What follows belongs to an exercise in optimizing a design on an open flow for small area and a short achievable clock period; a production flow would make more cautious choices. In this exercise RTL edits were held to simulation tests only and were not proved equivalent to the original.

== build 36 ==
==> flow/design.v <==
`timescale 1ns/10ps
module CS(Y, X, reset, clk);
input clk, reset;
input  [7:0] X;
output [9:0] Y;
reg [11:0] v [0:8];      
reg [8:0]  vld;          
reg [11:0] S;            
reg [8:0]  sel;          
reg [80:0] c;            
integer i, j;
wire [7:0]  u8 = (v[8][7:0] * 8'd57) & {8{vld[8]}};
wire [11:0] P  = S - {4'd0, u8};           
wire [11:0] Sn, vx;
wire [8:0]  seln;
wire [8:1]  cn0;
CS_next u_next (
    .X(X), .P(P),
    .v0(v[0]), .v1(v[1]), .v2(v[2]), .v3(v[3]), .v4(v[4]), .v5(v[5]), .v6(v[6]), .v7(v[7]),
    .vld({vld[7:0], ~reset}), .c(c), .Sn(Sn), .vx(vx), .cn0(cn0), .seln(seln));
always @(posedge clk or posedge reset) begin
    if (reset) begin
        vld <= 9'd0;
        S   <= 12'd0;
    end else begin
        vld <= {vld[7:0], 1'b1};
        S   <= Sn;
    end
end
always @(posedge clk) begin
    v[0] <= vx;
    for (i = 0; i < 8; i = i + 1) v[i+1] <= v[i];
    sel <= seln;
    c[8:0] <= {cn0, 1'b0};
    for (i = 1; i < 9; i = i + 1)
        for (j = 0; j < 9; j = j + 1)
            if (j > i) c[i*9+j] <= c[(i-1)*9+j-1];
            else       c[i*9+j] <= 1'b0;
end
CS_out u_out (
    .S(S), .sel(sel),
    .v0(v[0]), .v1(v[1]), .v2(v[2]), .v3(v[3]), .v4(v[4]), .v5(v[5]), .v6(v[6]), .v7(v[7]), .v8(v[8]),
    .Y(Y));
endmodule
module CS_next(X, P, v0, v1, v2, v3, v4, v5, v6, v7, vld, c, Sn, vx, cn0, seln);
input  [7:0]  X;
input  [11:0] P;
input  [11:0] v0, v1, v2, v3, v4, v5, v6, v7;
input  [8:0]  vld;       
input  [80:0] c;
output [11:0] Sn, vx;
output [8:1]  cn0;
output reg [8:0] seln;
wire [11:0] v [0:7];
assign v[0] = v0; assign v[1] = v1; assign v[2] = v2; assign v[3] = v3;
assign v[4] = v4; assign v[5] = v5; assign v[6] = v6; assign v[7] = v7;
assign Sn = P + {4'd0, X};
assign vx = {1'b0, X, 3'b000} + {4'd0, X};    
reg [8:0] Fn;    
reg [8:0] cx;    
integer i, j;
assign cn0 = cx[8:1];
always @(*) begin
    Fn[0] = ({1'b0, X} <= P[11:3]) & vld[0];    
    for (i = 1; i < 9; i = i + 1) Fn[i] = (v[i-1] <= Sn) & vld[i];
    cx[0] = 1'b0;
    for (j = 1; j < 9; j = j + 1) cx[j] = (vx[11:3] > v[j-1][11:3]);
    for (i = 0; i < 9; i = i + 1) begin
        seln[i] = Fn[i];
        for (j = 0; j < 9; j = j + 1)
            if (j < i) begin
                if (j == 0) seln[i] = seln[i] & (~Fn[j] | ~cx[i]);
                else        seln[i] = seln[i] & (~Fn[j] | ~c[(j-1)*9+i-1]);
            end else if (j > i) begin
                if (i == 0) seln[i] = seln[i] & (~Fn[j] | cx[j]);
                else        seln[i] = seln[i] & (~Fn[j] | c[(i-1)*9+j-1]);
            end
    end
end
endmodule
module CS_out(S, sel, v0, v1, v2, v3, v4, v5, v6, v7, v8, Y);
input  [11:0] S;
input  [8:0]  sel;
input  [11:0] v0, v1, v2, v3, v4, v5, v6, v7, v8;
output [9:0]  Y;
wire [11:0] A9 = ({12{sel[0]}} & v0) | ({12{sel[1]}} & v1) | ({12{sel[2]}} & v2)
               | ({12{sel[3]}} & v3) | ({12{sel[4]}} & v4) | ({12{sel[5]}} & v5)
               | ({12{sel[6]}} & v6) | ({12{sel[7]}} & v7) | ({12{sel[8]}} & v8);
wire [12:0] T = {1'b0, S} + {1'b0, A9};
assign Y = T[12:3];
endmodule
clock: 20.0 ns
lec_check: 0
cap_margin: 20
core_margin: 2
core_utilization: 40
cts_buf_list: sky130_fd_sc_hd__clkbuf_8
cts_cluster_diameter: 100
cts_cluster_size: 20
slew_margin: 20
standard.sh (not shown) runs the stock make flow with config.mk's settings and CLKGATE_MAP_FILE= SYNTH_SCRIPT=/design/flow/synth_recipe.tcl, a recipe that flattens the netlist after the stock synthesis.
==> flow/flow/run.sh <==
#!/bin/bash
# The standard flow's own layout (standard.sh), with the synthesis of flow/my_synth.tcl: no
# adder-cell extraction before abc; abc maps the logic between X and the next
# window (module CS_next) and between the registers and Y (module CS_out) with
# flow/abc_fast.script and the rest with flow/abc.script; then the design is
# flattened as in the standard flow's synthesis.
# Ports are buffered with buf_2 cells instead of the delay buffers buffer_ports picks.
# The resizer's timing repair aims for 12.3 ns of setup slack (a 7.7 ns period).
set -euo pipefail
here=$(pwd)
export ABC_SCRIPT_FILE=$here/flow/abc.script
export ABC_FAST_SCRIPT_FILE=$here/flow/abc_fast.script
export FAST_MODULES="CS_next CS_out"
bash standard.sh SYNTH_SCRIPT=$here/flow/my_synth.tcl "SYNTH_KEEP_MODULES=CS_next CS_out" \
  "BUFFER_PORTS_ARGS=-buffer_cell sky130_fd_sc_hd__buf_2" \
  SETUP_SLACK_MARGIN=12.3 finish > standard.log 2>&1
==> flow/flow/abc.script <==
strash
ifraig
scorr
dc2
dretime
strash
&get -n
&dch -f
&nf {D}
&put
==> flow/flow/abc_fast.script <==
strash
dc2
&get -n
&dch
&nf
&put
topo
buffer -p
upsize -D 3000
dnsize -D 3000
==> flow/flow/my_synth.tcl <==
# The standard flow's synthesis (synth_recipe.tcl) with these changes: no full/half adder cells
# are extracted before abc; abc maps with flow/abc.script; and the modules named
# in FAST_MODULES (kept apart until then by SYNTH_KEEP_MODULES) are mapped by abc
# with flow/abc_fast.script. The design is flattened afterwards as the standard flow's is.
proc synth {args} { yosys synth -nofsm -noshare {*}$args }
proc extract_fa {args} { puts "extract_fa skipped" }
proc abc_with_script {args script} {
  set out {}
  set skip 0
  foreach a $args {
    if {$skip} { set skip 0; continue }
    if {$a eq "-script"} { lappend out -script $script; set skip 1; continue }
    lappend out $a
  }
  return $out
}
proc abc {args} {
  set fast {}
  if {[info exists ::env(FAST_MODULES)]} { set fast $::env(FAST_MODULES) }
  if {$fast ne ""} {
    set fa [abc_with_script $args $::env(ABC_FAST_SCRIPT_FILE)]
    puts "abc (fast): $fa $fast"
    yosys abc {*}$fa {*}$fast
    set na [abc_with_script $args $::env(ABC_SCRIPT_FILE)]
    puts "abc (rest): $na $::env(DESIGN_NAME)"
    yosys abc {*}$na $::env(DESIGN_NAME)
  } else {
    set na [abc_with_script $args $::env(ABC_SCRIPT_FILE)]
    yosys abc {*}$na
  }
}
source $::env(SCRIPTS_DIR)/synth.tcl
# left out here: clear keep_hierarchy, flatten, clean up, hide names made inside functions, write 1_2_yosys.v
### build 36 -> build 11
-- flow/flow/run.sh --
<<< build 36, line 7
# Ports are buffered with buf_2 cells instead of the delay buffers buffer_ports picks.
# The resizer's timing repair aims for 12.3 ns of setup slack (a 7.7 ns period).
set -euo pipefail
>>> build 11, line 7
# Ports are buffered with buf_2 cells instead of the delay buffers buffer_ports picks.
set -euo pipefail
<<< build 36, line 14
bash standard.sh SYNTH_SCRIPT=$here/flow/my_synth.tcl "SYNTH_KEEP_MODULES=CS_next CS_out" \
  "BUFFER_PORTS_ARGS=-buffer_cell sky130_fd_sc_hd__buf_2" \
  SETUP_SLACK_MARGIN=12.3 finish > standard.log 2>&1
>>> build 11, line 13
bash standard.sh SYNTH_SCRIPT=$here/flow/my_synth.tcl "SYNTH_KEEP_MODULES=CS_next CS_out" \
  "BUFFER_PORTS_ARGS=-buffer_cell sky130_fd_sc_hd__buf_2" finish > standard.log 2>&1
==> flow/flow/abc_fast.script <==
strash
dc2
&get -n
&dch
&nf
&put
topo
buffer -p
upsize -D 1800
dnsize -D 1800
[summary]
Side by side, part of the cycle the worst path needs turned out higher in build 11 than in build 36. Diff build 36 -> build 11: timing-limited maximum frequency dropped about 6%.
Relative to build 11, the following input files were edited for build 3:
-- flow/flow/run.sh --
<<< build 11, line 7
# Ports are buffered with buf_2 cells instead of the delay buffers buffer_ports picks.
set -euo pipefail
>>> build 3, line 7
# Ports are buffered with buf_2 cells instead of the delay buffers buffer_ports picks.
# The resizer's timing repair aims for 13.3 ns of setup slack (a 6.7 ns period).
set -euo pipefail
<<< build 11, line 13
bash standard.sh SYNTH_SCRIPT=$here/flow/my_synth.tcl "SYNTH_KEEP_MODULES=CS_next CS_out" \
  "BUFFER_PORTS_ARGS=-buffer_cell sky130_fd_sc_hd__buf_2" finish > standard.log 2>&1
>>> build 3, line 14
bash standard.sh SYNTH_SCRIPT=$here/flow/my_synth.tcl "SYNTH_KEEP_MODULES=CS_next CS_out" \
  "BUFFER_PORTS_ARGS=-buffer_cell sky130_fd_sc_hd__buf_2" \
  SETUP_SLACK_MARGIN=13.3 finish > standard.log 2>&1
Results
[compare] base=build 11 new=build 3: final layout net count moved up; portion of the layout cell area used by non-clock buffers +7.6 points; post-route core utilization went up by 9.9 points.
The lower final design area excluding fillers came out of build 11.
Input changes introduced in build 18 (baseline for comparison: build 3):
-- flow/flow/run.sh --
<<< build 3, line 7
# Ports are buffered with buf_2 cells instead of the delay buffers buffer_ports picks.
# The resizer's timing repair aims for 13.3 ns of setup slack (a 6.7 ns period).
set -euo pipefail
>>> build 18, line 7
# Ports are buffered with buf_2 cells instead of the delay buffers buffer_ports picks.
# The resizer's timing repair aims for 12.5 ns of setup slack (a 7.5 ns period).
set -euo pipefail
<<< build 3, line 15
  "BUFFER_PORTS_ARGS=-buffer_cell sky130_fd_sc_hd__buf_2" \
  SETUP_SLACK_MARGIN=13.3 finish > standard.log 2>&1
>>> build 18, line 15
  "BUFFER_PORTS_ARGS=-buffer_cell sky130_fd_sc_hd__buf_2" \
  SETUP_SLACK_MARGIN=12.5 finish > standard.log 2>&1
[summary]
Re half-perimeter wire length after detailed placement: build 18 and build 3 aren't equal, and the higher value belongs to build 3.
Compared with build 3, in build 18 global-route wire length before repair decreased about 11%; register area neither gained nor lost much; final instance area went down by about 15%.
Relative to build 3, non-clock buffer count decreased by 62% in build 18.
Final critical-path share of the clock period, build 18 and build 3, higher one = build 18.
What build 84 does differently from build 18 at the input level:
Settings: TNS_END_PERCENT now 5, previously not set.
-- flow/flow/run.sh --
<<< build 18, line 7
# Ports are buffered with buf_2 cells instead of the delay buffers buffer_ports picks.
# The resizer's timing repair aims for 12.5 ns of setup slack (a 7.5 ns period).
set -euo pipefail
>>> build 84, line 7
# Ports are buffered with buf_2 cells instead of the delay buffers buffer_ports picks.
# The resizer's timing repair aims for 12.8 ns of setup slack (a 7.2 ns period).
set -euo pipefail
<<< build 18, line 15
  "BUFFER_PORTS_ARGS=-buffer_cell sky130_fd_sc_hd__buf_2" \
  SETUP_SLACK_MARGIN=12.5 finish > standard.log 2>&1
>>> build 84, line 15
  "BUFFER_PORTS_ARGS=-buffer_cell sky130_fd_sc_hd__buf_2" \
  SETUP_SLACK_MARGIN=12.8 finish > standard.log 2>&1
Findings:
- Going from build 18 to build 84, number of standard cells in the layout, taps in and fillers out shrinks by 0.53%.
- Compared build 18 against build 84; sequential share of layout area within noise.
- In build 84, the cell depth of the worst setup path came out 1 above the value in build 18.
- Time the final worst path needs with I/O delays and setup: build 18 and build 84 compared, lower one is build 84
[inputs] build 10 vs build 84
Settings: clearing TNS_END_PERCENT, which used to be 5.
-- flow/flow/run.sh --
<<< build 84, line 7
# Ports are buffered with buf_2 cells instead of the delay buffers buffer_ports picks.
# The resizer's timing repair aims for 12.8 ns of setup slack (a 7.2 ns period).
set -euo pipefail
>>> build 10, line 7
# Ports are buffered with buf_2 cells instead of the delay buffers buffer_ports picks.
# The resizer's timing repair aims for 12.3 ns of setup slack (a 7.7 ns period).
set -euo pipefail
<<< build 84, line 15
  "BUFFER_PORTS_ARGS=-buffer_cell sky130_fd_sc_hd__buf_2" \
  SETUP_SLACK_MARGIN=12.8 finish > standard.log 2>&1
>>> build 10, line 15
  "BUFFER_PORTS_ARGS=-buffer_cell sky130_fd_sc_hd__buf_2" \
  SETUP_SLACK_MARGIN=12.3 finish > standard.log 2>&1
Findings:
Build 10 finished all stages; the layout is clean. [compare] base=build 84 new=build 10: post-route minimum period went up; multi-input gate share of the layout cell area shrank by 0.38 points. Compared with build 84, build 10 degrades worst-case headroom to the max-slew limit.

-- static timing again, ports no longer ideal --
The results above use ideal ports. As a check the final layouts listed here were re-extracted and re-timed, cells and wires unchanged. Step 1 (the two cells are an assumption about what drives the block):
set clk [get_ports {clk}]
set_driving_cell -lib_cell sky130_fd_sc_hd__clkbuf_16 $clk
set_driving_cell -lib_cell sky130_fd_sc_hd__buf_2 [delete_from_list [all_inputs] $clk]
Step 2, shift: input delay + t, output delay - t, t = (earliest + latest rising clock arrival at the registers) / 2. This alone moves slack from input paths to output paths. a / b / c = ideal ports / drivers / drivers and shift; a / b = the first two.
| run | shift t [ns] | slack for setup (ns) | worst data-port slew with drivers (ns) |
|---|---|---|---|
| build 36 | 0.507 | 12.461 / 12.419 / 12.015 | 0.03 |
| build 11 | 0.512 | 12.000 / 11.961 / 11.664 | 0.03 |
| build 3 | 0.524 | 12.818 / 12.775 / 12.591 | 0.06 |
| build 18 | 0.508 | 12.593 / 12.555 / 12.182 | 0.03 |
| build 84 | 0.516 | 12.635 / 12.595 / 12.189 | 0.03 |
| build 10 | 0.508 | 12.453 / 12.414 / 12.041 | 0.03 |
After both steps every run listed still meets setup and hold.
